Source: an optimization exercise on an open RTL-to-GDS flow (aim: small area, a short achievable clock period and few clock cycles per item). Production flows keep margins and buffers that such runs may drop.
No functional check of the RTL was part of this run.
Power is estimated from default activity; no workload was simulated.

File: flow/config.mk
export PLATFORM = sky130hd
export DESIGN_NAME = systolic_core
export DESIGN_NICKNAME = systolic_core
export VERILOG_FILES = /design/flow/design.v
export SDC_FILE = /design/flow/constraint.sdc
export NUM_CORES = 4
export LEC_CHECK = 0
export CAP_MARGIN = 20
export CORE_MARGIN = 2
export CORE_UTILIZATION = 40
export SLEW_MARGIN = 20
File: flow/constraint.sdc
create_clock -name core_clock -period 10.0 [get_ports {clk}]
set_input_delay 2.0000 -clock core_clock [delete_from_list [all_inputs] [get_ports {clk}]]
set_output_delay 2.0000 -clock core_clock [all_outputs]
set_load 0.01 [all_outputs]
File: flow/design.v
module pe (
  input  logic        clk,
  input  logic [15:0] a,         
  input  logic [7:0]  one,       
  input  logic [7:0]  two,       
  input  logic [7:0]  neg,       
  input  logic        clr,       
  output logic [39:0] acc        
);
  logic [39:0] acc_row;
  assign acc_row = clr ? 40'd16384 : acc;
  logic [16:0] ax;
  assign ax = {a[15], a};
  logic [16:0] pp0;
  assign pp0 = ({17{one[0]}} & ax | {17{two[0]}} & {ax[15:0], 1'b0}) ^ {17{neg[0]}};
  logic [16:0] pp1;
  assign pp1 = ({17{one[1]}} & ax | {17{two[1]}} & {ax[15:0], 1'b0}) ^ {17{neg[1]}};
  logic [16:0] pp2;
  assign pp2 = ({17{one[2]}} & ax | {17{two[2]}} & {ax[15:0], 1'b0}) ^ {17{neg[2]}};
  logic [16:0] pp3;
  assign pp3 = ({17{one[3]}} & ax | {17{two[3]}} & {ax[15:0], 1'b0}) ^ {17{neg[3]}};
  logic [16:0] pp4;
  assign pp4 = ({17{one[4]}} & ax | {17{two[4]}} & {ax[15:0], 1'b0}) ^ {17{neg[4]}};
  logic [16:0] pp5;
  assign pp5 = ({17{one[5]}} & ax | {17{two[5]}} & {ax[15:0], 1'b0}) ^ {17{neg[5]}};
  logic [16:0] pp6;
  assign pp6 = ({17{one[6]}} & ax | {17{two[6]}} & {ax[15:0], 1'b0}) ^ {17{neg[6]}};
  logic [16:0] pp7;
  assign pp7 = ({17{one[7]}} & ax | {17{two[7]}} & {ax[15:0], 1'b0}) ^ {17{neg[7]}};
  logic hs0;
  logic hc0;
  logic hs1;
  logic hc1;
  logic fs0;
  logic fc0;
  logic hs2;
  logic hc2;
  logic hs3;
  logic hc3;
  logic hs4;
  logic hc4;
  logic fs1;
  logic fc1;
  logic hs5;
  logic hc5;
  logic fs2;
  logic fc2;
  logic hs6;
  logic hc6;
  logic fs3;
  logic fc3;
  logic fs4;
  logic fc4;
  logic hs7;
  logic hc7;
  logic fs5;
  logic fc5;
  logic fs6;
  logic fc6;
  logic hs8;
  logic hc8;
  logic fs7;
  logic fc7;
  logic fs8;
  logic fc8;
  logic fs9;
  logic fc9;
  logic fs10;
  logic fc10;
  logic fs11;
  logic fc11;
  logic fs12;
  logic fc12;
  logic fs13;
  logic fc13;
  logic fs14;
  logic fc14;
  logic fs15;
  logic fc15;
  logic fs16;
  logic fc16;
  logic fs17;
  logic fc17;
  logic fs18;
  logic fc18;
  logic fs19;
  logic fc19;
  logic fs20;
  logic fc20;
  logic fs21;
  logic fc21;
  logic fs22;
  logic fc22;
  logic fs23;
  logic fc23;
  logic hs9;
  logic hc9;
  logic fs24;
  logic fc24;
  logic fs25;
  logic fc25;
  logic fs26;
  logic fc26;
  logic hs10;
  logic hc10;
  logic fs27;
  logic fc27;
  logic hs11;
  logic hc11;
  logic hs12;
  logic hc12;
  logic hs13;
  logic hc13;
  logic fs28;
  logic fc28;
  logic hs14;
  logic hc14;
  logic fs29;
  logic fc29;
  logic hs15;
  logic hc15;
  logic fs30;
  logic fc30;
  logic fs31;
  logic fc31;
  logic fs32;
  logic fc32;
  logic fs33;
  logic fc33;
  logic fs34;
  logic fc34;
  logic fs35;
  logic fc35;
  logic fs36;
  logic fc36;
  logic fs37;
  logic fc37;
  logic fs38;
  logic fc38;
  logic fs39;
  logic fc39;
  logic fs40;
  logic fc40;
  logic fs41;
  logic fc41;
  logic fs42;
  logic fc42;
  logic fs43;
  logic fc43;
  logic fs44;
  logic fc44;
  logic fs45;
  logic fc45;
  logic fs46;
  logic fc46;
  logic fs47;
  logic fc47;
  logic fs48;
  logic fc48;
  logic fs49;
  logic fc49;
  logic fs50;
  logic fc50;
  logic fs51;
  logic fc51;
  logic fs52;
  logic fc52;
  logic fs53;
  logic fc53;
  logic fs54;
  logic fc54;
  logic fs55;
  logic fc55;
  logic fs56;
  logic fc56;
  logic fs57;
  logic fc57;
  logic fs58;
  logic fc58;
  logic fs59;
  logic fc59;
  logic fs60;
  logic fc60;
  logic fs61;
  logic fc61;
  logic fs62;
  logic fc62;
  logic fs63;
  logic fc63;
  logic fs64;
  logic fc64;
  logic hs16;
  logic hc16;
  logic fs65;
  logic fc65;
  logic hs17;
  logic hc17;
  logic hs18;
  logic hc18;
  logic hs19;
  logic hc19;
  logic fs66;
  logic fc66;
  logic fs67;
  logic fc67;
  logic fs68;
  logic fc68;
  logic fs69;
  logic fc69;
  logic fs70;
  logic fc70;
  logic fs71;
  logic fc71;
  logic fs72;
  logic fc72;
  logic fs73;
  logic fc73;
  logic fs74;
  logic fc74;
  logic fs75;
  logic fc75;
  logic fs76;
  logic fc76;
  logic fs77;
  logic fc77;
  logic fs78;
  logic fc78;
  logic fs79;
  logic fc79;
  logic fs80;
  logic fc80;
  logic fs81;
  logic fc81;
  logic fs82;
  logic fc82;
  logic fs83;
  logic fc83;
  logic fs84;
  logic fc84;
  logic fs85;
  logic fc85;
  logic fs86;
  logic fc86;
  logic fs87;
  logic fc87;
  logic fs88;
  logic fc88;
  logic fs89;
  logic fc89;
  logic fs90;
  logic fc90;
  logic hs20;
  logic hc20;
  logic hs21;
  logic hc21;
  logic hs22;
  logic hc22;
  logic fs91;
  logic fc91;
  logic fs92;
  logic fc92;
  logic fs93;
  logic fc93;
  logic fs94;
  logic fc94;
  logic fs95;
  logic fc95;
  logic fs96;
  logic fc96;
  logic fs97;
  logic fc97;
  logic fs98;
  logic fc98;
  logic fs99;
  logic fc99;
  logic fs100;
  logic fc100;
  logic fs101;
  logic fc101;
  logic fs102;
  logic fc102;
  logic fs103;
  logic fc103;
  logic fs104;
  logic fc104;
  logic fs105;
  logic fc105;
  logic fs106;
  logic fc106;
  logic fs107;
  logic fc107;
  logic fs108;
  logic fc108;
  logic fs109;
  logic fc109;
  logic fs110;
  logic fc110;
  logic fs111;
  logic fc111;
  logic fs112;
  logic fc112;
  logic fs113;
  logic fc113;
  logic fs114;
  logic fc114;
  logic fs115;
  logic fc115;
  logic fs116;
  logic fc116;
  logic fs117;
  logic fc117;
  logic fs118;
  logic fc118;
  logic fs119;
  logic fc119;
  logic hs23;
  logic hc23;
  logic hs24;
  logic hc24;
  logic hs25;
  logic hc25;
  logic hs26;
  logic hc26;
  logic hs27;
  logic hc27;
  logic hs28;
  logic hc28;
  logic hs29;
  logic hc29;
  logic hs30;
  logic hc30;
  logic hs31;
  logic hc31;
  assign hs0 = pp0[14] ^ pp1[12];
  assign hc0 = pp0[14] & pp1[12];
  assign hs1 = pp0[15] ^ pp1[13];
  assign hc1 = pp0[15] & pp1[13];
  assign fs0 = ~pp0[16] ^ pp1[14] ^ pp2[12];
  assign fc0 = (~pp0[16] & pp1[14]) | (~pp0[16] & pp2[12]) | (pp1[14] & pp2[12]);
  assign hs2 = pp1[15] ^ pp2[13];
  assign hc2 = pp1[15] & pp2[13];
  assign hs3 = pp0[8] ^ pp1[6];
  assign hc3 = pp0[8] & pp1[6];
  assign hs4 = pp0[9] ^ pp1[7];
  assign hc4 = pp0[9] & pp1[7];
  assign fs1 = pp0[10] ^ pp1[8] ^ pp2[6];
  assign fc1 = (pp0[10] & pp1[8]) | (pp0[10] & pp2[6]) | (pp1[8] & pp2[6]);
  assign hs5 = pp3[4] ^ pp4[2];
  assign hc5 = pp3[4] & pp4[2];
  assign fs2 = pp0[11] ^ pp1[9] ^ pp2[7];
  assign fc2 = (pp0[11] & pp1[9]) | (pp0[11] & pp2[7]) | (pp1[9] & pp2[7]);
  assign hs6 = pp3[5] ^ pp4[3];
  assign hc6 = pp3[5] & pp4[3];
  assign fs3 = pp0[12] ^ pp1[10] ^ pp2[8];
  assign fc3 = (pp0[12] & pp1[10]) | (pp0[12] & pp2[8]) | (pp1[10] & pp2[8]);
  assign fs4 = pp3[6] ^ pp4[4] ^ pp5[2];
  assign fc4 = (pp3[6] & pp4[4]) | (pp3[6] & pp5[2]) | (pp4[4] & pp5[2]);
  assign hs7 = pp6[0] ^ neg[6];
  assign hc7 = pp6[0] & neg[6];
  assign fs5 = pp0[13] ^ pp1[11] ^ pp2[9];
  assign fc5 = (pp0[13] & pp1[11]) | (pp0[13] & pp2[9]) | (pp1[11] & pp2[9]);
  assign fs6 = pp3[7] ^ pp4[5] ^ pp5[3];
  assign fc6 = (pp3[7] & pp4[5]) | (pp3[7] & pp5[3]) | (pp4[5] & pp5[3]);
  assign hs8 = pp6[1] ^ acc_row[13];
  assign hc8 = pp6[1] & acc_row[13];
  assign fs7 = pp2[10] ^ pp3[8] ^ pp4[6];
  assign fc7 = (pp2[10] & pp3[8]) | (pp2[10] & pp4[6]) | (pp3[8] & pp4[6]);
  assign fs8 = pp5[4] ^ pp6[2] ^ pp7[0];
  assign fc8 = (pp5[4] & pp6[2]) | (pp5[4] & pp7[0]) | (pp6[2] & pp7[0]);
  assign fs9 = neg[7] ^ acc_row[14] ^ hs0;
  assign fc9 = (neg[7] & acc_row[14]) | (neg[7] & hs0) | (acc_row[14] & hs0);
  assign fs10 = pp2[11] ^ pp3[9] ^ pp4[7];
  assign fc10 = (pp2[11] & pp3[9]) | (pp2[11] & pp4[7]) | (pp3[9] & pp4[7]);
  assign fs11 = pp5[5] ^ pp6[3] ^ pp7[1];
  assign fc11 = (pp5[5] & pp6[3]) | (pp5[5] & pp7[1]) | (pp6[3] & pp7[1]);
  assign fs12 = acc_row[15] ^ hs1 ^ hc0;
  assign fc12 = (acc_row[15] & hs1) | (acc_row[15] & hc0) | (hs1 & hc0);
  assign fs13 = pp3[10] ^ pp4[8] ^ pp5[6];
  assign fc13 = (pp3[10] & pp4[8]) | (pp3[10] & pp5[6]) | (pp4[8] & pp5[6]);
  assign fs14 = pp6[4] ^ pp7[2] ^ 1'b1;
  assign fc14 = (pp6[4] & pp7[2]) | (pp6[4] & 1'b1) | (pp7[2] & 1'b1);
  assign fs15 = acc_row[16] ^ fs0 ^ hc1;
  assign fc15 = (acc_row[16] & fs0) | (acc_row[16] & hc1) | (fs0 & hc1);
  assign fs16 = pp3[11] ^ pp4[9] ^ pp5[7];
  assign fc16 = (pp3[11] & pp4[9]) | (pp3[11] & pp5[7]) | (pp4[9] & pp5[7]);
  assign fs17 = pp6[5] ^ pp7[3] ^ 1'b1;
  assign fc17 = (pp6[5] & pp7[3]) | (pp6[5] & 1'b1) | (pp7[3] & 1'b1);
  assign fs18 = acc_row[17] ^ hs2 ^ fc0;
  assign fc18 = (acc_row[17] & hs2) | (acc_row[17] & fc0) | (hs2 & fc0);
  assign fs19 = ~pp1[16] ^ pp2[14] ^ pp3[12];
  assign fc19 = (~pp1[16] & pp2[14]) | (~pp1[16] & pp3[12]) | (pp2[14] & pp3[12]);
  assign fs20 = pp4[10] ^ pp5[8] ^ pp6[6];
  assign fc20 = (pp4[10] & pp5[8]) | (pp4[10] & pp6[6]) | (pp5[8] & pp6[6]);
  assign fs21 = pp7[4] ^ acc_row[18] ^ hc2;
  assign fc21 = (pp7[4] & acc_row[18]) | (pp7[4] & hc2) | (acc_row[18] & hc2);
  assign fs22 = pp2[15] ^ pp3[13] ^ pp4[11];
  assign fc22 = (pp2[15] & pp3[13]) | (pp2[15] & pp4[11]) | (pp3[13] & pp4[11]);
  assign fs23 = pp5[9] ^ pp6[7] ^ pp7[5];
  assign fc23 = (pp5[9] & pp6[7]) | (pp5[9] & pp7[5]) | (pp6[7] & pp7[5]);
  assign hs9 = 1'b1 ^ acc_row[19];
  assign hc9 = 1'b1 & acc_row[19];
  assign fs24 = ~pp2[16] ^ pp3[14] ^ pp4[12];
  assign fc24 = (~pp2[16] & pp3[14]) | (~pp2[16] & pp4[12]) | (pp3[14] & pp4[12]);
  assign fs25 = pp5[10] ^ pp6[8] ^ pp7[6];
  assign fc25 = (pp5[10] & pp6[8]) | (pp5[10] & pp7[6]) | (pp6[8] & pp7[6]);
  assign fs26 = pp3[15] ^ pp4[13] ^ pp5[11];
  assign fc26 = (pp3[15] & pp4[13]) | (pp3[15] & pp5[11]) | (pp4[13] & pp5[11]);
  assign hs10 = pp6[9] ^ pp7[7];
  assign hc10 = pp6[9] & pp7[7];
  assign fs27 = ~pp3[16] ^ pp4[14] ^ pp5[12];
  assign fc27 = (~pp3[16] & pp4[14]) | (~pp3[16] & pp5[12]) | (pp4[14] & pp5[12]);
  assign hs11 = pp4[15] ^ pp5[13];
  assign hc11 = pp4[15] & pp5[13];
  assign hs12 = pp0[4] ^ pp1[2];
  assign hc12 = pp0[4] & pp1[2];
  assign hs13 = pp0[5] ^ pp1[3];
  assign hc13 = pp0[5] & pp1[3];
  assign fs28 = pp0[6] ^ pp1[4] ^ pp2[2];
  assign fc28 = (pp0[6] & pp1[4]) | (pp0[6] & pp2[2]) | (pp1[4] & pp2[2]);
  assign hs14 = pp3[0] ^ neg[3];
  assign hc14 = pp3[0] & neg[3];
  assign fs29 = pp0[7] ^ pp1[5] ^ pp2[3];
  assign fc29 = (pp0[7] & pp1[5]) | (pp0[7] & pp2[3]) | (pp1[5] & pp2[3]);
  assign hs15 = pp3[1] ^ acc_row[7];
  assign hc15 = pp3[1] & acc_row[7];
  assign fs30 = pp2[4] ^ pp3[2] ^ pp4[0];
  assign fc30 = (pp2[4] & pp3[2]) | (pp2[4] & pp4[0]) | (pp3[2] & pp4[0]);
  assign fs31 = neg[4] ^ acc_row[8] ^ hs3;
  assign fc31 = (neg[4] & acc_row[8]) | (neg[4] & hs3) | (acc_row[8] & hs3);
  assign fs32 = pp2[5] ^ pp3[3] ^ pp4[1];
  assign fc32 = (pp2[5] & pp3[3]) | (pp2[5] & pp4[1]) | (pp3[3] & pp4[1]);
  assign fs33 = acc_row[9] ^ hs4 ^ hc3;
  assign fc33 = (acc_row[9] & hs4) | (acc_row[9] & hc3) | (hs4 & hc3);
  assign fs34 = pp5[0] ^ neg[5] ^ acc_row[10];
  assign fc34 = (pp5[0] & neg[5]) | (pp5[0] & acc_row[10]) | (neg[5] & acc_row[10]);
  assign fs35 = fs1 ^ hs5 ^ hc4;
  assign fc35 = (fs1 & hs5) | (fs1 & hc4) | (hs5 & hc4);
  assign fs36 = pp5[1] ^ acc_row[11] ^ fs2;
  assign fc36 = (pp5[1] & acc_row[11]) | (pp5[1] & fs2) | (acc_row[11] & fs2);
  assign fs37 = hs6 ^ fc1 ^ hc5;
  assign fc37 = (hs6 & fc1) | (hs6 & hc5) | (fc1 & hc5);
  assign fs38 = acc_row[12] ^ fs3 ^ fs4;
  assign fc38 = (acc_row[12] & fs3) | (acc_row[12] & fs4) | (fs3 & fs4);
  assign fs39 = hs7 ^ fc2 ^ hc6;
  assign fc39 = (hs7 & fc2) | (hs7 & hc6) | (fc2 & hc6);
  assign fs40 = fs5 ^ fs6 ^ hs8;
  assign fc40 = (fs5 & fs6) | (fs5 & hs8) | (fs6 & hs8);
  assign fs41 = fc3 ^ fc4 ^ hc7;
  assign fc41 = (fc3 & fc4) | (fc3 & hc7) | (fc4 & hc7);
  assign fs42 = fs7 ^ fs8 ^ fs9;
  assign fc42 = (fs7 & fs8) | (fs7 & fs9) | (fs8 & fs9);
  assign fs43 = fc5 ^ fc6 ^ hc8;
  assign fc43 = (fc5 & fc6) | (fc5 & hc8) | (fc6 & hc8);
  assign fs44 = fs10 ^ fs11 ^ fs12;
  assign fc44 = (fs10 & fs11) | (fs10 & fs12) | (fs11 & fs12);
  assign fs45 = fc7 ^ fc8 ^ fc9;
  assign fc45 = (fc7 & fc8) | (fc7 & fc9) | (fc8 & fc9);
  assign fs46 = fs13 ^ fs14 ^ fs15;
  assign fc46 = (fs13 & fs14) | (fs13 & fs15) | (fs14 & fs15);
  assign fs47 = fc10 ^ fc11 ^ fc12;
  assign fc47 = (fc10 & fc11) | (fc10 & fc12) | (fc11 & fc12);
  assign fs48 = fs16 ^ fs17 ^ fs18;
  assign fc48 = (fs16 & fs17) | (fs16 & fs18) | (fs17 & fs18);
  assign fs49 = fc13 ^ fc14 ^ fc15;
  assign fc49 = (fc13 & fc14) | (fc13 & fc15) | (fc14 & fc15);
  assign fs50 = fs19 ^ fs20 ^ fs21;
  assign fc50 = (fs19 & fs20) | (fs19 & fs21) | (fs20 & fs21);
  assign fs51 = fc16 ^ fc17 ^ fc18;
  assign fc51 = (fc16 & fc17) | (fc16 & fc18) | (fc17 & fc18);
  assign fs52 = fs22 ^ fs23 ^ hs9;
  assign fc52 = (fs22 & fs23) | (fs22 & hs9) | (fs23 & hs9);
  assign fs53 = fc19 ^ fc20 ^ fc21;
  assign fc53 = (fc19 & fc20) | (fc19 & fc21) | (fc20 & fc21);
  assign fs54 = acc_row[20] ^ fs24 ^ fs25;
  assign fc54 = (acc_row[20] & fs24) | (acc_row[20] & fs25) | (fs24 & fs25);
  assign fs55 = fc22 ^ fc23 ^ hc9;
  assign fc55 = (fc22 & fc23) | (fc22 & hc9) | (fc23 & hc9);
  assign fs56 = 1'b1 ^ acc_row[21] ^ fs26;
  assign fc56 = (1'b1 & acc_row[21]) | (1'b1 & fs26) | (acc_row[21] & fs26);
  assign fs57 = hs10 ^ fc24 ^ fc25;
  assign fc57 = (hs10 & fc24) | (hs10 & fc25) | (fc24 & fc25);
  assign fs58 = pp6[10] ^ pp7[8] ^ acc_row[22];
  assign fc58 = (pp6[10] & pp7[8]) | (pp6[10] & acc_row[22]) | (pp7[8] & acc_row[22]);
  assign fs59 = fs27 ^ fc26 ^ hc10;
  assign fc59 = (fs27 & fc26) | (fs27 & hc10) | (fc26 & hc10);
  assign fs60 = pp6[11] ^ pp7[9] ^ 1'b1;
  assign fc60 = (pp6[11] & pp7[9]) | (pp6[11] & 1'b1) | (pp7[9] & 1'b1);
  assign fs61 = acc_row[23] ^ hs11 ^ fc27;
  assign fc61 = (acc_row[23] & hs11) | (acc_row[23] & fc27) | (hs11 & fc27);
  assign fs62 = ~pp4[16] ^ pp5[14] ^ pp6[12];
  assign fc62 = (~pp4[16] & pp5[14]) | (~pp4[16] & pp6[12]) | (pp5[14] & pp6[12]);
  assign fs63 = pp7[10] ^ acc_row[24] ^ hc11;
  assign fc63 = (pp7[10] & acc_row[24]) | (pp7[10] & hc11) | (acc_row[24] & hc11);
  assign fs64 = pp5[15] ^ pp6[13] ^ pp7[11];
  assign fc64 = (pp5[15] & pp6[13]) | (pp5[15] & pp7[11]) | (pp6[13] & pp7[11]);
  assign hs16 = 1'b1 ^ acc_row[25];
  assign hc16 = 1'b1 & acc_row[25];
  assign fs65 = ~pp5[16] ^ pp6[14] ^ pp7[12];
  assign fc65 = (~pp5[16] & pp6[14]) | (~pp5[16] & pp7[12]) | (pp6[14] & pp7[12]);
  assign hs17 = pp6[15] ^ pp7[13];
  assign hc17 = pp6[15] & pp7[13];
  assign hs18 = pp0[2] ^ pp1[0];
  assign hc18 = pp0[2] & pp1[0];
  assign hs19 = pp0[3] ^ pp1[1];
  assign hc19 = pp0[3] & pp1[1];
  assign fs66 = pp2[0] ^ neg[2] ^ acc_row[4];
  assign fc66 = (pp2[0] & neg[2]) | (pp2[0] & acc_row[4]) | (neg[2] & acc_row[4]);
  assign fs67 = pp2[1] ^ acc_row[5] ^ hs13;
  assign fc67 = (pp2[1] & acc_row[5]) | (pp2[1] & hs13) | (acc_row[5] & hs13);
  assign fs68 = acc_row[6] ^ fs28 ^ hs14;
  assign fc68 = (acc_row[6] & fs28) | (acc_row[6] & hs14) | (fs28 & hs14);
  assign fs69 = fs29 ^ hs15 ^ fc28;
  assign fc69 = (fs29 & hs15) | (fs29 & fc28) | (hs15 & fc28);
  assign fs70 = fs30 ^ fs31 ^ fc29;
  assign fc70 = (fs30 & fs31) | (fs30 & fc29) | (fs31 & fc29);
  assign fs71 = fs32 ^ fs33 ^ fc30;
  assign fc71 = (fs32 & fs33) | (fs32 & fc30) | (fs33 & fc30);
  assign fs72 = fs34 ^ fs35 ^ fc32;
  assign fc72 = (fs34 & fs35) | (fs34 & fc32) | (fs35 & fc32);
  assign fs73 = fs36 ^ fs37 ^ fc34;
  assign fc73 = (fs36 & fs37) | (fs36 & fc34) | (fs37 & fc34);
  assign fs74 = fs38 ^ fs39 ^ fc36;
  assign fc74 = (fs38 & fs39) | (fs38 & fc36) | (fs39 & fc36);
  assign fs75 = fs40 ^ fs41 ^ fc38;
  assign fc75 = (fs40 & fs41) | (fs40 & fc38) | (fs41 & fc38);
  assign fs76 = fs42 ^ fs43 ^ fc40;
  assign fc76 = (fs42 & fs43) | (fs42 & fc40) | (fs43 & fc40);
  assign fs77 = fs44 ^ fs45 ^ fc42;
  assign fc77 = (fs44 & fs45) | (fs44 & fc42) | (fs45 & fc42);
  assign fs78 = fs46 ^ fs47 ^ fc44;
  assign fc78 = (fs46 & fs47) | (fs46 & fc44) | (fs47 & fc44);
  assign fs79 = fs48 ^ fs49 ^ fc46;
  assign fc79 = (fs48 & fs49) | (fs48 & fc46) | (fs49 & fc46);
  assign fs80 = fs50 ^ fs51 ^ fc48;
  assign fc80 = (fs50 & fs51) | (fs50 & fc48) | (fs51 & fc48);
  assign fs81 = fs52 ^ fs53 ^ fc50;
  assign fc81 = (fs52 & fs53) | (fs52 & fc50) | (fs53 & fc50);
  assign fs82 = fs54 ^ fs55 ^ fc52;
  assign fc82 = (fs54 & fs55) | (fs54 & fc52) | (fs55 & fc52);
  assign fs83 = fs56 ^ fs57 ^ fc54;
  assign fc83 = (fs56 & fs57) | (fs56 & fc54) | (fs57 & fc54);
  assign fs84 = fs58 ^ fs59 ^ fc56;
  assign fc84 = (fs58 & fs59) | (fs58 & fc56) | (fs59 & fc56);
  assign fs85 = fs60 ^ fs61 ^ fc58;
  assign fc85 = (fs60 & fs61) | (fs60 & fc58) | (fs61 & fc58);
  assign fs86 = fs62 ^ fs63 ^ fc60;
  assign fc86 = (fs62 & fs63) | (fs62 & fc60) | (fs63 & fc60);
  assign fs87 = fs64 ^ hs16 ^ fc62;
  assign fc87 = (fs64 & hs16) | (fs64 & fc62) | (hs16 & fc62);
  assign fs88 = acc_row[26] ^ fs65 ^ fc64;
  assign fc88 = (acc_row[26] & fs65) | (acc_row[26] & fc64) | (fs65 & fc64);
  assign fs89 = 1'b1 ^ acc_row[27] ^ hs17;
  assign fc89 = (1'b1 & acc_row[27]) | (1'b1 & hs17) | (acc_row[27] & hs17);
  assign fs90 = ~pp6[16] ^ pp7[14] ^ acc_row[28];
  assign fc90 = (~pp6[16] & pp7[14]) | (~pp6[16] & acc_row[28]) | (pp7[14] & acc_row[28]);
  assign hs20 = pp7[15] ^ 1'b1;
  assign hc20 = pp7[15] & 1'b1;
  assign hs21 = pp0[0] ^ neg[0];
  assign hc21 = pp0[0] & neg[0];
  assign hs22 = pp0[1] ^ acc_row[1];
  assign hc22 = pp0[1] & acc_row[1];
  assign fs91 = neg[1] ^ acc_row[2] ^ hs18;
  assign fc91 = (neg[1] & acc_row[2]) | (neg[1] & hs18) | (acc_row[2] & hs18);
  assign fs92 = acc_row[3] ^ hs19 ^ hc18;
  assign fc92 = (acc_row[3] & hs19) | (acc_row[3] & hc18) | (hs19 & hc18);
  assign fs93 = hs12 ^ fs66 ^ hc19;
  assign fc93 = (hs12 & fs66) | (hs12 & hc19) | (fs66 & hc19);
  assign fs94 = hc12 ^ fs67 ^ fc66;
  assign fc94 = (hc12 & fs67) | (hc12 & fc66) | (fs67 & fc66);
  assign fs95 = hc13 ^ fs68 ^ fc67;
  assign fc95 = (hc13 & fs68) | (hc13 & fc67) | (fs68 & fc67);
  assign fs96 = hc14 ^ fs69 ^ fc68;
  assign fc96 = (hc14 & fs69) | (hc14 & fc68) | (fs69 & fc68);
  assign fs97 = hc15 ^ fs70 ^ fc69;
  assign fc97 = (hc15 & fs70) | (hc15 & fc69) | (fs70 & fc69);
  assign fs98 = fc31 ^ fs71 ^ fc70;
  assign fc98 = (fc31 & fs71) | (fc31 & fc70) | (fs71 & fc70);
  assign fs99 = fc33 ^ fs72 ^ fc71;
  assign fc99 = (fc33 & fs72) | (fc33 & fc71) | (fs72 & fc71);
  assign fs100 = fc35 ^ fs73 ^ fc72;
  assign fc100 = (fc35 & fs73) | (fc35 & fc72) | (fs73 & fc72);
  assign fs101 = fc37 ^ fs74 ^ fc73;
  assign fc101 = (fc37 & fs74) | (fc37 & fc73) | (fs74 & fc73);
  assign fs102 = fc39 ^ fs75 ^ fc74;
  assign fc102 = (fc39 & fs75) | (fc39 & fc74) | (fs75 & fc74);
  assign fs103 = fc41 ^ fs76 ^ fc75;
  assign fc103 = (fc41 & fs76) | (fc41 & fc75) | (fs76 & fc75);
  assign fs104 = fc43 ^ fs77 ^ fc76;
  assign fc104 = (fc43 & fs77) | (fc43 & fc76) | (fs77 & fc76);
  assign fs105 = fc45 ^ fs78 ^ fc77;
  assign fc105 = (fc45 & fs78) | (fc45 & fc77) | (fs78 & fc77);
  assign fs106 = fc47 ^ fs79 ^ fc78;
  assign fc106 = (fc47 & fs79) | (fc47 & fc78) | (fs79 & fc78);
  assign fs107 = fc49 ^ fs80 ^ fc79;
  assign fc107 = (fc49 & fs80) | (fc49 & fc79) | (fs80 & fc79);
  assign fs108 = fc51 ^ fs81 ^ fc80;
  assign fc108 = (fc51 & fs81) | (fc51 & fc80) | (fs81 & fc80);
  assign fs109 = fc53 ^ fs82 ^ fc81;
  assign fc109 = (fc53 & fs82) | (fc53 & fc81) | (fs82 & fc81);
  assign fs110 = fc55 ^ fs83 ^ fc82;
  assign fc110 = (fc55 & fs83) | (fc55 & fc82) | (fs83 & fc82);
  assign fs111 = fc57 ^ fs84 ^ fc83;
  assign fc111 = (fc57 & fs84) | (fc57 & fc83) | (fs84 & fc83);
  assign fs112 = fc59 ^ fs85 ^ fc84;
  assign fc112 = (fc59 & fs85) | (fc59 & fc84) | (fs85 & fc84);
  assign fs113 = fc61 ^ fs86 ^ fc85;
  assign fc113 = (fc61 & fs86) | (fc61 & fc85) | (fs86 & fc85);
  assign fs114 = fc63 ^ fs87 ^ fc86;
  assign fc114 = (fc63 & fs87) | (fc63 & fc86) | (fs87 & fc86);
  assign fs115 = hc16 ^ fs88 ^ fc87;
  assign fc115 = (hc16 & fs88) | (hc16 & fc87) | (fs88 & fc87);
  assign fs116 = fc65 ^ fs89 ^ fc88;
  assign fc116 = (fc65 & fs89) | (fc65 & fc88) | (fs89 & fc88);
  assign fs117 = hc17 ^ fs90 ^ fc89;
  assign fc117 = (hc17 & fs90) | (hc17 & fc89) | (fs90 & fc89);
  assign fs118 = acc_row[29] ^ hs20 ^ fc90;
  assign fc118 = (acc_row[29] & hs20) | (acc_row[29] & fc90) | (hs20 & fc90);
  assign fs119 = ~pp7[16] ^ acc_row[30] ^ hc20;
  assign fc119 = (~pp7[16] & acc_row[30]) | (~pp7[16] & hc20) | (acc_row[30] & hc20);
  assign hs23 = 1'b1 ^ acc_row[31];
  assign hc23 = 1'b1 & acc_row[31];
  assign hs24 = 1'b1 ^ acc_row[32];
  assign hc24 = 1'b1 & acc_row[32];
  assign hs25 = 1'b1 ^ acc_row[33];
  assign hc25 = 1'b1 & acc_row[33];
  assign hs26 = 1'b1 ^ acc_row[34];
  assign hc26 = 1'b1 & acc_row[34];
  assign hs27 = 1'b1 ^ acc_row[35];
  assign hc27 = 1'b1 & acc_row[35];
  assign hs28 = 1'b1 ^ acc_row[36];
  assign hc28 = 1'b1 & acc_row[36];
  assign hs29 = 1'b1 ^ acc_row[37];
  assign hc29 = 1'b1 & acc_row[37];
  assign hs30 = 1'b1 ^ acc_row[38];
  assign hc30 = 1'b1 & acc_row[38];
  assign hs31 = 1'b1 ^ acc_row[39];
  assign hc31 = 1'b1 & acc_row[39];
  logic [39:0] s_d, c_d, s_q, c_q;
  assign s_d = {hs31, hs30, hs29, hs28, hs27, hs26, hs25, hs24, hs23, fs119, fs118, fs117, fs116, fs115, fs114, fs113, fs112, fs111, fs110, fs109, fs108, fs107, fs106, fs105, fs104, fs103, fs102, fs101, fs100, fs99, fs98, fs97, fs96, fs95, fs94, fs93, fs92, fs91, hs22, acc_row[0]};
  assign c_d = {hc30, hc29, hc28, hc27, hc26, hc25, hc24, hc23, fc119, fc118, fc117, fc116, fc115, fc114, fc113, fc112, fc111, fc110, fc109, fc108, fc107, fc106, fc105, fc104, fc103, fc102, fc101, fc100, fc99, fc98, fc97, fc96, fc95, fc94, fc93, fc92, fc91, hc22, hc21, hs21};
  always_ff @(posedge clk) begin
    s_q <= s_d;
    c_q <= c_d;
    acc <= s_q + c_q;
  end
endmodule
module array4x4 (
  input  logic        clk,
  input  logic [31:0] a_op,      
  input  logic [63:0] b_op,      
  input  logic        vb,        
  input  logic        clr,       
  output logic [127:0] y         
);
  genvar c, j, i;
  generate
    for (c = 0; c < 4; c++) begin : COL
      logic [15:0] b;
      logic [16:0] bx;
      logic [7:0]  one, two, neg;
      assign b  = b_op[16*c +: 16];
      assign bx = {b, 1'b0};
      for (i = 0; i < 8; i++) begin : ENC
        assign one[i] = vb & (bx[2*i+1] ^ bx[2*i]);
        assign two[i] = vb & ((bx[2*i+2] & ~bx[2*i+1] & ~bx[2*i]) |
                              (~bx[2*i+2] & bx[2*i+1] & bx[2*i]));
        assign neg[i] = vb & bx[2*i+2];
      end
      for (j = 0; j < 2; j++) begin : LANE
        logic [39:0] acc;
        pe u_pe (
          .clk (clk),
          .a   (a_op[16*j +: 16]),
          .one (one), .two (two), .neg (neg),
          .clr (clr),
          .acc (acc)
        );
        always_comb begin
          if (acc[39:30] == 10'h000 || acc[39:30] == 10'h3ff)
            y[16*(2*c+j) +: 16] = acc[30:15];
          else
            y[16*(2*c+j) +: 16] = acc[39] ? 16'h8000 : 16'h7fff;
        end
      end
    end
  endgenerate
endmodule
module systolic_core (
  input  logic        clk,
  input  logic        rst_n,
  input  logic        in_valid,
  output logic        in_ready,
  input  logic        in_last,
  input  logic [63:0] in_a,       
  input  logic [63:0] in_b,       
  output logic        out_valid,
  input  logic        out_ready,
  output logic [15:0] out_data,
  output logic        out_last
);
  logic ph;             
  logic in_ready_q;
  logic fire;
  assign in_ready = in_ready_q;
  assign fire     = in_valid & in_ready_q;
  logic [15:0] a_hold [0:1];
  logic [31:0] a_op;
  logic [63:0] b_op;
  always_ff @(posedge clk) begin
    a_hold[0] <= in_a[15:0];
    a_hold[1] <= in_a[31:16];
    if (!ph) begin
      a_op <= in_a[63:32];           
      b_op <= in_b;
    end else begin
      a_op <= {a_hold[1], a_hold[0]};  
    end
  end
  localparam int NH = 3;
  logic vb, fb, first_flag;
  logic l1, l2, l3;
  logic avail_a, avail_b, cap_a, cap_b, cap;
  logic [NH-1:0] full, full_n;
  logic [1:0] wp, wp_n, wp_n1, rh;
  logic pa, pb, two_tiles, ok, rdy_d;
  function automatic logic [1:0] inc(input logic [1:0] x);
    if (x == NH - 1) inc = 2'd0;
    else             inc = x + 2'd1;
  endfunction
  always_ff @(posedge clk or negedge rst_n) begin
    if (!rst_n) begin
      ph         <= 1'b0;
      in_ready_q <= 1'b0;
      vb         <= 1'b0;
      fb         <= 1'b0;
      first_flag <= 1'b1;
      l1 <= 1'b0; l2 <= 1'b0; l3 <= 1'b0;
      avail_a <= 1'b0; avail_b <= 1'b0;
      wp <= 2'd0;
    end else begin
      ph         <= ~ph;
      in_ready_q <= rdy_d;
      if (!ph) begin
        vb <= fire;
        fb <= fire & first_flag;
      end
      if (fire) first_flag <= in_last;
      l1 <= fire & in_last;
      l2 <= l1;
      l3 <= l2;
      avail_a <= (avail_a & ~cap_a) | l2;
      avail_b <= (avail_b & ~cap_b) | l3;
      if (cap) wp <= inc(wp);
    end
  end
  assign cap_a = avail_a & ph & ~full[wp];
  assign cap_b = avail_b & ~avail_a & ~ph & ~full[wp];
  assign cap   = cap_a | cap_b;
  always_comb begin
    full_n = full;
    if (cap_a) full_n[wp] = 1'b1;
    wp_n  = cap_a ? inc(wp) : wp;
    wp_n1 = inc(wp_n);
    pa        = (avail_a & ~cap_a) | l1;
    pb        = avail_b | l3 | l1 | pa;
    two_tiles = l1 & (avail_a | avail_b | l3);
    if (pa)      ok = ~full_n[wp_n] & ~full_n[wp_n1];
    else if (pb) ok = ~full_n[wp_n];
    else         ok = 1'b1;
    rdy_d = ph & (~first_flag | (ok & ~two_tiles));
  end
  logic [127:0] y;
  array4x4 u_array (
    .clk  (clk),
    .a_op (a_op),
    .b_op (b_op),
    .vb   (vb),
    .clr  (fb),
    .y    (y)
  );
  logic [15:0] rbuf [0:NH-1][0:7];
  always_ff @(posedge clk) begin
    for (int h = 0; h < NH; h++) begin
      if (cap && wp == h) begin
        for (int c = 0; c < 4; c++) begin
          rbuf[h][3 - c] <= y[16*(2*c+1) +: 16];
          rbuf[h][4 + c] <= y[16*(2*c+0) +: 16];
        end
      end
    end
  end
  logic [2:0] re;
  logic       tp, have, take, rd, rd_end;
  assign have   = full[rh];
  assign take   = ~out_valid | out_ready;
  assign rd     = have & take;
  assign rd_end = rd & (re == 3'd7);
  always_ff @(posedge clk or negedge rst_n) begin
    if (!rst_n) begin
      rh        <= 2'd0;
      re        <= 3'd0;
      tp        <= 1'b0;
      out_valid <= 1'b0;
      out_last  <= 1'b0;
      full      <= '0;
    end else begin
      if (take) out_valid <= have;
      if (rd) begin
        re       <= re + 3'd1;
        out_last <= tp & (re == 3'd7);
      end
      if (rd_end) begin
        rh <= inc(rh);
        tp <= ~tp;
      end
      for (int h = 0; h < NH; h++)
        full[h] <= (full[h] & ~(rd_end && rh == h)) | (cap && wp == h);
    end
  end
  always_ff @(posedge clk) begin
    if (rd) out_data <= rbuf[rh][re];
  end
endmodule
File: flow/run.sh
#!/bin/bash
# synth_recipe.tcl (not shown) runs the flow's synth.tcl, then flattens the netlist and writes it again
# the make line also repeats each setting of config.mk as NAME=value (left out here)
make -C /OpenROAD-flow-scripts/flow DESIGN_CONFIG=/design/flow/config.mk WORK_HOME=/design/flow/orfs CLKGATE_MAP_FILE= SYNTH_SCRIPT=/design/flow/synth_recipe.tcl finish
==> summary.txt <==
-- layout make-up --
type	count	area, µm²
tap	3384	4230
sequential	1511	35100
clock buffer	228	4740
clock inverter	95	1310
fill	24200	143000
timing repair buffer	340	2970
inverter	1152	4330
antenna	4	10.0
multi-input combinational	6842	61800
-- placed cells by master, fill, tap and decap left out, drive strengths merged, types with 21 or more instances in the layout --
| master | count |
|---|---|
| a21o | 181 |
| clkbuf | 228 |
| edfxtp | 464 |
| a22o | 37 |
| nor2b | 274 |
| a31oi | 36 |
| and2 | 95 |
| or4 | 21 |
| inv | 1161 |
| a211oi | 25 |
| mux2 | 42 |
| fa | 912 |
| clkdlybuf4s50 | 151 |
| nor2 | 207 |
| clkinv | 53 |
| bufinv | 23 |
| nand2 | 482 |
| a221oi | 36 |
| a22oi | 940 |
| buf | 189 |
| or2 | 27 |
| dfrtp | 22 |
| a21oi | 347 |
| nand2b | 235 |
| xnor2 | 996 |
| nand3 | 110 |
| o21ai | 465 |
| ha | 517 |
| nor3 | 60 |
| o21bai | 41 |
| o21a | 46 |
| dfxtp | 1024 |
| nand4 | 71 |
| and3 | 36 |
| xor2 | 366 |
-- how the worst max path moves through the flow --
| stage | end | slack, ps | cells after the start |
|---|---|---|---|
| 3_5_place_dp | u_array.COL[2].LANE[0].u_pe.s_q[22] | 4720 | 12 |
| 5_1_grt | u_array.COL[2].LANE[1].u_pe.s_q[22] | 4460 | 12 |
| 4_1_cts | u_array.COL[2].LANE[0].u_pe.s_q[22] | 4710 | 12 |
| 2_1_floorplan | rbuf[16][0] | 2920 | 5 |
| 6_report | u_array.COL[2].LANE[0].u_pe.s_q[22] | 4640 | 12 |
| 3_3_place_gp | u_array.COL[0].LANE[0].u_pe.s_q[17] | 4840 | 12 |
-- cells by family (layout without fill, tap and decap cells) --
family / after synthesis / after routing
adder cells (fa/ha/maj): 1429 / 1429
other: 0 / 4
AND/OR/NAND/NOR: 1669 / 1669
buffers and inverters: 1901 / 1815
flip-flops: 1511 / 1511
AO/OA/AOI/OAI: 2323 / 2323
multiplexers: 59 / 59
XOR/XNOR: 1362 / 1362
-- routing by layer --
layer | share of wire | vias up
li1 | - | 34000
met1 | 0.43 | 37600
met2 | 0.43 | 3504
met3 | 0.091 | 559
met4 | 0.045 | 2
met5 | 0.000052 | -
-- stage by stage --
stage / power [mW] / util / hold WS (ps) / area, µm²
floorplan: 29.9 / - / 355 / 104000
finish: 44.3 / 0.445 / 389 / 114000
detailed placement: 37.4 / 0.421 / 378 / 108000
CTS: 44.6 / 0.445 / 392 / 114000
global placement: 36.7 / 0.421 / 375 / 108000
global route: 48.9 / 0.445 / 397 / 114000
-- state kept, by name, summed over array words and instances, names as in the netlist, 2 cells and up --
signal / cells
a_hold: 32
a_op: 32
b_op: 64
full: 3
out_data: 16
rbuf: 384
re: 3
rh: 2
u_array.COL.LANE.u_pe.acc: 320
u_array.COL.LANE.u_pe.c_q: 320
u_array.COL.LANE.u_pe.s_q: 320
wp: 2
-- worst register-to-register path: stages (launching register included) --
cell,delay (ps)
dfrtp_4,750
buf_12,430
nand2_1,720
inv_1,540
buf_4,400
xnor2_1,180
fa_1,550
inv_1,60
fa_1,530
inv_1,60
fa_1,510
inv_1,50
fa_1,440
-- power breakdown --
part           internal, mW  switching (mW)
Clock                  3.97            2.77
Sequential             9.67            1.11
Combinational          11.0            15.8
Total                  24.6            19.7
==> results by group <==
Detailed routing
  – Total number of vias: between 70000 and 80000
  – DRT iter0 DRCs: between 7000 and 8000
  – Drt total wl: slightly above 300000 µm
  – Antenna viol nets, final: 0
  – Post-route DRC: 0
  – First-pass DRT Iterations: 8
  – Drt wl/cell: 22.8 µm
  – Avg Vias per Cell: roughly 5.6

Clock tree
  – Number of setup buffers added after CTS: 0
  – Worst-path clk slew: approximately 60 ps
  – H-Tree Depth: 4
  – CTS sink cnt: 1511
  – Hold Buf Count CTS: 0
  – Root Buffer: clkbuf_16
  – Clock Tree Buf Depth: 3
  – Clock latency (worst-skew pair): between 800 and 900 ps
  – CTS buffer count: 171
  – Post_cts resized: 0
  – CTS tree: built

Logic synthesis
  – EDFF count, synth: about 460
  – Largest area contributor in the netlist: dfxtp_1
  – Top_reg_cell synth: dfxtp_1
  – Post-synthesis register bit count: 1511
  – Post-synthesis simple-gate area fraction: 0.0829
  – Adder-Cell Fraction of Synth Area: 0.238
  – Synth top area share: 0.198
  – Synth Area in Compound Gates: 0.151
  – Ys Warns: 5
  – Most frequent cell after synthesis: inv_1
  – Post-synthesis mux area share: 0.00620
  – Synth top area cells: dfxtp_1 20%, fa_1 18%, edfxtp_1 13%
  – Top post-synthesis cells by count: 1144 x inv_1, 1024 x dfxtp_1, 996 x xnor2_1
  – Synth unique cells: between 80 and 90
  – Post-Syn Nets: ~12000
  – Ys async rst share: 0.0152
  – Post-Synthesis Cell Area: just over 0.1 mm²
  – Syn Inst Count: a little over 10000
  – Syn Area/Cell: between 10 and 15 µm²
  – Largest family of logic cells by synthesized area: adder cells
  – Register area share after synthesis: 0.337
  – Xor/xnor cell area share of the yosys netlist: 0.115

Power
  – LEAKAGE: ~47 nW
  – Worst VDD drop: roughly 210 µV
  – Pwr/cell area: a little under 400 mW/mm²

Status
  – Status: finished clean

Min path
  – Class of the worst hold path: reg -> reg
  – Worst Hold Path EP: l3
  – Hold wc startpoint: l2
  – Hold depth: 0

Floorplan
  – Rows: approximately 190
  – Die Y: 513 µm
  – Starting density of the core: 0.403
  – Die Footprint: about 0.26 mm²
  – Core area: approximately 0.26 mm²
  – # IOs: ~150
  – DIE WIDTH: about 510 µm

Worst setup path
  – Terminus of the critical flop-to-flop path: u_array.COL[2].LANE[0].u_pe.s_q[22]
  – Reg2Reg Setup Slack: ~4600 ps
  – Depth of the most critical reg-to-reg path: 12
  – Worst EP arrival: between 6000 and 7000 ps
  – Top delay family on crit path: adder cells
  – Worst Setup Start Kind: flip-flop
  – CP peak stage delay: about 750 ps
  – CP Launch Point: vb
  – Crit path required time: 10720 ps
  – CP max FO: between 80 and 90
  – Buf/Inv on CP: 6
  – Crit Reg-Reg Startpoint: vb
  – Crit end category: flip-flop
  – Kind of critical path: reg -> reg
  – CP cell instances: buf_12 -> nand2_1 -> inv_1 -> buf_4 -> xnor2_1 -> fa_1 -> inv_1 -> fa_1 -> inv_1 -> fa_1 -> inv_1 -> fa_1
  – Critical path's slowest cell: dfrtp_4

Global route
  – Vias in the first global route: 76800
  – Global Route met3 Usage: 0.0489
  – GRT Residual Overflow: 0
  – Largest net degree at the start of global routing: 135
  – Global-route wire length before repair: 474000 µm
  – Overall Global Routing Usage: 0.232
  – Met2 Track Usage GR: 0.347
  – Met1 Use GR: 0.325
  – Gr busiest metal: met2
  – Initial antenna violation count: 9

Timing
  – Unrepaired setup endpoints after global routing: false
  – Final Hold Viols: 0
  – Setup TNS: 0 ps
  – # setup viols final: 0
  – Slew @ Worst Pin: ~1300 ps
  – FMAX: 0.187 GHz
  – Worst Setup Slack, final: around 4600 ps
  – Slew margin rel.: 0.147
  – Period utilization: 0.536
  – Minimum clock period after layout: ~5400 ps
  – Pins Over Slew Limit: 0
  – Layout Skew: roughly 42 ps

Place
  – Routability cong.: 0.903
  – Dpl cells: approximately 13000
  – Post-Place Worst Slack: between 4000 and 5000 ps
  – Port Buf Inserts: 151
  – DP Wirelength: between 200000 and 250000 µm

Finish
  – Fraction of layout cells with a size suffix above 1: 0.0636
  – Synthesis-to-finish area growth: 10.3%
  – Layout Cells excl Fill: between 10000 and 15000
  – Final #Nets: ~12000

Job
  – Max_cap viols: 0

## port drivers added, routing unchanged
In the flow no input, the clock included, has a driving cell. The finished layout below was timed again as built, in two steps.
Step 1 sets driving cells, clkbuf_16 on the clock port and buf_2 on the other inputs (assumed; they add their load-dependent delay and slew).
Step 2 adds t to the input delays and takes it off the output delays; t is the mean of the earliest and latest rising clock arrival at the registers after step 1. Input paths then give back, and output paths get back, about the clock's delay inside the block.
Three values: no drivers, after step 1, after step 2; two values: the first two.
shift t [ns]: 0.939
setup WS [ns]: 4.645 / 4.645 / 4.645
slew at the worst register clock pin (ns): 0.07 / 0.07
worst slew at a driven data input, ns: 0.06
After both steps this run still meets setup and hold. The setup slack of this run moves by 0.000 ns with the drivers and by 0.000 ns with both steps.
